Source: an optimization exercise on an open RTL-to-GDS flow (aim: small area). Production flows keep margins and buffers that such runs may drop. In this exercise RTL edits were held to simulation tests only and were not proved equivalent to the original. No driver is modelled on the clock port, so clocking that relies on it looks cheaper here than on a real chip. Power is estimated from default activity; no workload was simulated.

==> 11-24: inputs <==
## Digital_clock
module Digital_clock(input clk, reset, input [1:0] en, output reg [6:0] segments, output reg [3:0] anode);
==> module Digital_clock, before the edit <==
module Digital_clock(input clk, reset, input [1:0] en, output reg [6:0] segments, output reg [3:0] anode);
reg [3:0] p;
reg [1:0] s;
reg [5:0] q;
reg [3:0] su, mu;
reg [2:0] st, mt;
wire ph4 = p[2] & ~p[1] & p[0];
wire ph9 = ~p[3] & ~p[1];
wire wrap = ph4 & (s[1] & ~s[0]);
wire t0 = ph9 & (~s[1] & ~s[0]) & (q[4] & q[3] & ~q[2] & ~q[1] & q[0]);
wire t1 = t0 & (~su[3] & su[1] & ~su[0]);
wire t2 = t1 & (~st[2] & ~st[0]);
wire t3 = t2 & (~mu[3] & mu[1] & ~mu[0]);
always @(posedge clk, posedge reset) begin
    if (reset) begin
        p <= 4'd3; s <= 2'd0; q <= 6'd0; su <= 4'd13; mu <= 4'd13; st <= 3'd1; mt <= 3'd1;
    end else begin
        p[0] <= p[0] ^ ((p[3] & p[1]) | (p[3] & ~p[2]));
        p[1] <= p[0];
        p[2] <= p[1];
        p[3] <= p[2];
        s[0] <= ph4 ? (~s[1]) : s[0];
        s[1] <= ph4 ? (s[0]) : s[1];
        q[0] <= wrap ? (~q[0]) : q[0];
        q[1] <= q[1] ^ (wrap & ((~q[5] & q[0]) | (~q[4] & q[0])));
        q[2] <= q[2] ^ (wrap & (q[1] & q[0]));
        q[3] <= q[3] ^ (wrap & (q[2] & q[1] & q[0]));
        q[4] <= q[4] ^ (wrap & ((q[5] & q[4] & q[0]) | (q[3] & q[2] & q[1] & q[0])));
        q[5] <= q[5] ^ (wrap & ((q[5] & q[4] & q[0]) | (q[4] & q[3] & q[2] & q[1] & q[0])));
        su[0] <= su[0] ^ (t0 & ((~su[3] & ~su[0]) | (~su[3] & su[1])));
        su[1] <= t0 ? (su[0]) : su[1];
        su[2] <= t0 ? (su[1]) : su[2];
        su[3] <= t0 ? (su[2]) : su[3];
        st[0] <= t1 ? (~st[2]) : st[0];
        st[1] <= t1 ? (st[0]) : st[1];
        st[2] <= t1 ? (st[1]) : st[2];
        mu[0] <= mu[0] ^ (t2 & ((~mu[3] & ~mu[0]) | (~mu[3] & mu[1])));
        mu[1] <= t2 ? (mu[0]) : mu[1];
        mu[2] <= t2 ? (mu[1]) : mu[2];
        mu[3] <= t2 ? (mu[2]) : mu[3];
        mt[0] <= t3 ? (~mt[2]) : mt[0];
        mt[1] <= t3 ? (mt[0]) : mt[1];
        mt[2] <= t3 ? (mt[1]) : mt[2];
    end
end
reg [3:0] d;
always @(*) begin
    case (s)
        2'd0: begin anode = 4'b1110; d = su; end
        2'd1: begin anode = 4'b1101; d = {1'b1, st[2], st[1], st[0]}; end
        2'd3: begin anode = 4'b1011; d = mu; end
        2'd2: begin anode = 4'b0111; d = {1'b1, mt[2], mt[1], mt[0]}; end
        default: begin anode = 4'b1110; d = su; end
    endcase
    segments[0] = (~d[1] & d[0]) | (d[3] & ~d[2] & d[0]);
    segments[1] = (~d[3] & ~d[1] & d[0]) | (d[3] & d[1]) | (d[2] & d[1] & d[0]);
    segments[2] = (~d[3] & ~d[1] & d[0]) | (d[3] & ~d[0]) | (d[3] & ~d[2] & d[1]) | (d[2] & ~d[0]);
    segments[3] = (~d[3] & ~d[1] & d[0]) | (d[3] & ~d[2] & d[1]) | (d[2] & ~d[1] & ~d[0]);
    segments[4] = d[2] & d[1] & d[0];
    segments[5] = ~d[2] & ~d[0];
    segments[6] = (d[3] & ~d[2] & d[1]) | (d[2] & ~d[1] & ~d[0]);
end
endmodule
Settings: LEC_CHECK=0, CAP_MARGIN=20, CORE_AREA=3 3 61 61, DIE_AREA=0 0 64 64, PLACE_DENSITY=0.9, SLEW_MARGIN=20; clock period 10.0 ns.
standard.sh (not shown) runs the stock make flow with config.mk's settings and CLKGATE_MAP_FILE= SYNTH_SCRIPT=/design/flow/synth_recipe.tcl, a recipe that flattens the netlist after the stock synthesis.
==> flow/flow/run.sh <==
#!/bin/bash
# Own layout flow: the standard ORFS flow with these changes.
#  1. Technology mapping uses an area-oriented ABC script (flow/abc_area.script)
#     in place of ORFS's delay-oriented one; the rest of synthesis is unchanged,
#     so the registers keep the standard synthesis's names and cell types.
#  2. Ports are buffered with sky130_fd_sc_hd__buf_1 (every port still gets a buffer).
#  3. If flow/cts_args.txt exists, it gives clock_tree_synthesis's arguments.
# Each step's output goes to a log file of its own in this folder.
set -euo pipefail
here=$(pwd)
rm -rf "$here/scripts"
cp -r "$FLOW_HOME/scripts" "$here/scripts"
cp "$here/flow/abc_area.script" "$here/scripts/abc_speed.script"
knobs=(SCRIPTS_DIR="$here/scripts" "BUFFER_PORTS_ARGS=-buffer_cell sky130_fd_sc_hd__buf_1")
if [[ -f "$here/flow/cts_args.txt" ]]; then
  knobs+=("CTS_ARGS=$(tr '\n' ' ' < "$here/flow/cts_args.txt")")
fi
bash standard.sh "${knobs[@]}" synth > "$here/synth.log" 2>&1
bash standard.sh "${knobs[@]}" finish > "$here/layout.log" 2>&1
==> flow/flow/abc_area.script <==
&get -n
&st
&dch
&nf -R 1000
&put
==> flow/flow/cts_args.txt <==
-sink_clustering_enable -repair_clock_nets -buf_list sky130_fd_sc_hd__clkbuf_4 -dont_use_dummy_load
==> inputs of 02-25, as changes to 11-24 <==
==> flow/design.v (replaced) <==
`timescale 1ns / 1ps
module Digital_clock(input clk, reset, input [1:0] en, output [6:0] segments, output [3:0] anode);
reg [4:0] j;
reg [1:0] s;
reg [5:0] q;
reg [3:0] su, mu;
reg [2:0] st, mt;
wire step = j[3] & ~j[4];
wire ph9  = j[4] & ~j[3];
wire wrap = step & s[0] & s[1];
wire q49  = q[5] & q[4] & q[0];
wire t0 = ph9 & ~s[0] & ~s[1] & q[4] & q[3] & q[0] & ~q[2] & ~q[1] & ~q[5];
wire t1 = t0 & su[3] & su[0];
wire t2 = t1 & st[2] & st[0];
wire t3 = t2 & mu[3] & mu[0];
always @(posedge clk, posedge reset) begin
    if (reset) begin
        j <= 0; s <= 0; q <= 0; su <= 0; st <= 0; mu <= 0; mt <= 0;
    end else begin
        j <= {j[3:0], ~j[4]};
        s[0] <= s[0] ^ step;
        s[1] <= s[1] ^ (step & s[0]);
        q[0] <= q[0] ^ wrap;
        q[1] <= q[1] ^ (wrap & q[0] & ~q49);
        q[2] <= q[2] ^ (wrap & q[0] & q[1]);
        q[3] <= q[3] ^ (wrap & q[0] & q[1] & q[2]);
        q[4] <= q[4] ^ (wrap & q[0] & (q[1] & q[2] & q[3] | q49));
        q[5] <= q[5] ^ (wrap & q[0] & (q[1] & q[2] & q[3] & q[4] | q49));
        su[0] <= su[0] ^ t0;
        su[1] <= su[1] ^ (t0 & su[0] & ~su[3]);
        su[2] <= su[2] ^ (t0 & su[0] & su[1]);
        su[3] <= su[3] ^ (t0 & su[0] & (su[1] & su[2] | su[3]));
        st[0] <= st[0] ^ t1;
        st[1] <= st[1] ^ (t1 & st[0] & ~st[2]);
        st[2] <= st[2] ^ (t1 & st[0] & (st[1] | st[2]));
        mu[0] <= mu[0] ^ t2;
        mu[1] <= mu[1] ^ (t2 & mu[0] & ~mu[3]);
        mu[2] <= mu[2] ^ (t2 & mu[0] & mu[1]);
        mu[3] <= mu[3] ^ (t2 & mu[0] & (mu[1] & mu[2] | mu[3]));
        mt[0] <= mt[0] ^ t3;
        mt[1] <= mt[1] ^ (t3 & mt[0] & ~mt[2]);
        mt[2] <= mt[2] ^ (t3 & mt[0] & (mt[1] | mt[2]));
    end
end
wire A = ~s[0] & (s[1] ? mu[3] : su[3]);
wire B = s[1] ? (s[0] ? mt[2] : mu[2]) : (s[0] ? st[2] : su[2]);
wire C = s[1] ? (s[0] ? mt[1] : mu[1]) : (s[0] ? st[1] : su[1]);
wire D = s[1] ? (s[0] ? mt[0] : mu[0]) : (s[0] ? st[0] : su[0]);
wire bcd  = B & C & D;
wire bncnd = B & ~C & ~D;
wire zero3 = ~A & ~B & ~C;
assign segments[6] = zero3 & D | bncnd;                
assign segments[5] = B & (C ^ D);                      
assign segments[4] = ~B & C & ~D;                      
assign segments[3] = zero3 & D | bncnd | bcd;          
assign segments[2] = D | B & ~C;                       
assign segments[1] = ~A & ~B & D | ~B & C | C & D;     
assign segments[0] = zero3 | bcd;                      
assign anode = {~(s[1] & s[0]), ~(s[1] & ~s[0]), ~(~s[1] & s[0]), ~(~s[1] & ~s[0])};
endmodule
==> flow/flow/run.sh (replaced) <==
#!/bin/bash
# Own layout flow: the standard ORFS flow with two changes.
#  1. Technology mapping uses an area-oriented ABC script (flow/abc_area.script)
#     in place of ORFS's delay-oriented one; the rest of synthesis is unchanged,
#     so the registers keep the standard synthesis's names and cell types.
#  2. Ports are buffered with sky130_fd_sc_hd__buf_1 (every port still gets a buffer).
# Each step's output goes to a log file of its own in this folder.
set -euo pipefail
here=$(pwd)
rm -rf "$here/scripts"
cp -r "$FLOW_HOME/scripts" "$here/scripts"
cp "$here/flow/abc_area.script" "$here/scripts/abc_speed.script"
knobs=(SCRIPTS_DIR="$here/scripts" "BUFFER_PORTS_ARGS=-buffer_cell sky130_fd_sc_hd__buf_1")
bash standard.sh "${knobs[@]}" synth > "$here/synth.log" 2>&1
bash standard.sh "${knobs[@]}" finish > "$here/layout.log" 2>&1
--- a/flow/config.mk
+++ b/flow/config.mk
@@ -6,7 +6,8 @@
 export NUM_CORES = 4
 export LEC_CHECK = 0
 export CAP_MARGIN = 20
-export CORE_AREA = 3 3 61 61
-export DIE_AREA = 0 0 64 64
-export PLACE_DENSITY = 0.9
+export CORE_MARGIN = 2
+export CORE_UTILIZATION = 70
+export CTS_BUF_LIST = sky130_fd_sc_hd__clkbuf_8
+export CTS_CLUSTER_SIZE = 30
 export SLEW_MARGIN = 20
removed: flow/flow/cts_args.txt
==> inputs of 02-15, as changes to 11-24 <==
--- a/flow/config.mk
+++ b/flow/config.mk
@@ -7,6 +7,6 @@
 export LEC_CHECK = 0
 export CAP_MARGIN = 20
 export CORE_AREA = 3 3 61 61
+export CTS_BUF_LIST = sky130_fd_sc_hd__clkbuf_8
 export DIE_AREA = 0 0 64 64
-export PLACE_DENSITY = 0.9
 export SLEW_MARGIN = 20
removed: flow/flow/cts_args.txt
==> inputs of 03-09, as changes to 11-24 <==
==> flow/flow/cts_args.txt (replaced) <==
-sink_clustering_enable -repair_clock_nets -buf_list sky130_fd_sc_hd__clkbuf_4 -dont_use_dummy_load -sink_clustering_max_diameter 25
==> run notes <==
| item | 02-25 | 02-15 | 03-09 | 11-24 |
|---|---|---|---|---|
| Synthesis-to-finish area growth | 9.17% | 13.2% | 10.4% | 10.4% |
| Instance area at placement | 0.00127 mm2 | 0.00128 mm2 | 0.00128 mm2 | 0.00128 mm2 |
| Clock tree sinks | 27 | 26 | 26 | 26 |
| Maximum vdd drop | 125 uV | 60.8 uV | 46.2 uV | 46.2 uV |
| Global-route wire length before repair | 3660 um | 3490 um | 3770 um | 3770 um |
| Clk slew on worst S/H paths | 0.08 ns | 0.09 ns | 0.12 ns | 0.12 ns |
| Routed vias | 824 | 815 | 841 | 841 |
| Share of the core filled with cells | 84.1% | 42.6% | 41.6% | 41.6% |
| Run status | complete, no violations | complete, no violations | complete, no violations | complete, no violations |
| Global routing usage on met2 | 42.3% | 17.0% | 20.6% | 20.6% |
| Post-synthesis mux area share | 1.88% | 9.55% | 9.55% | 9.55% |
| Wire length per cell after detailed routing | 15.1 um | 12.3 um | 13.2 um | 13.2 um |
| Fraction of area in multi-input gates | 38.4% | 36.4% | 37.3% | 37.3% |
| Biggest fanout along the worst timing path | 8 | 8 | 6 | 6 |
| Number of well-tap cells placed | 16 | 44 | 44 | 44 |
| Number of nets in the synthesized netlist | 121 | 109 | 109 | 109 |
| Power, Total | 0.169 mW | 0.174 mW | 0.148 mW | 0.148 mW |
| Met1 Resource Use GR | 34.0% | 13.8% | 12.1% | 12.1% |
| Layout Skew | 0.00319 ns | 0.00489 ns | 0.00592 ns | 0.00592 ns |
| Proportion of cell area occupied by registers | 51.5% | 49.7% | 51.0% | 51.0% |
| Layout multi-input combinational cell count | 75 | 71 | 71 | 71 |
| Die X-Extent | 45.4 um | 64 um | 64 um | 64 um |
| Launch instance of the worst min-delay path | j[1]$_DFF_PP0_ | p[0]$_DFF_PP1_ | p[0]$_DFF_PP1_ | p[0]$_DFF_PP1_ |

==> afterwards: timing with drivers on the ports <==
Ports are ideal in the flow. The routed layouts listed here were re-timed in OpenROAD. Step 1: set_driving_cell puts a clkbuf_16 on clk and a buf_2 on each other input, an assumption about the parent block. Step 2, shift: input delay + t, output delay - t, t = (earliest + latest rising clock arrival at the registers) / 2. This alone moves slack from input paths to output paths. Three values: no drivers, after step 1, after step 2; two values: the first two.
| run | t (ns) | slack for setup (ns) | worst register clock-pin slew, ns | pins driven straight from the clock port |
|---|---|---|---|---|
| 11-24 | 0.320 | 5.597 / 5.577 / 5.897 | 0.12 / 0.12 | 1 |
| 02-25 | 0.290 | 5.676 / 5.652 / 5.942 | 0.08 / 0.08 | 1 |
| 02-15 | 0.289 | 5.652 / 5.629 / 5.919 | 0.09 / 0.09 | 1 |
| 03-09 | 0.320 | 5.597 / 5.577 / 5.897 | 0.12 / 0.12 | 1 |
After both steps setup and hold are still met in every run listed.
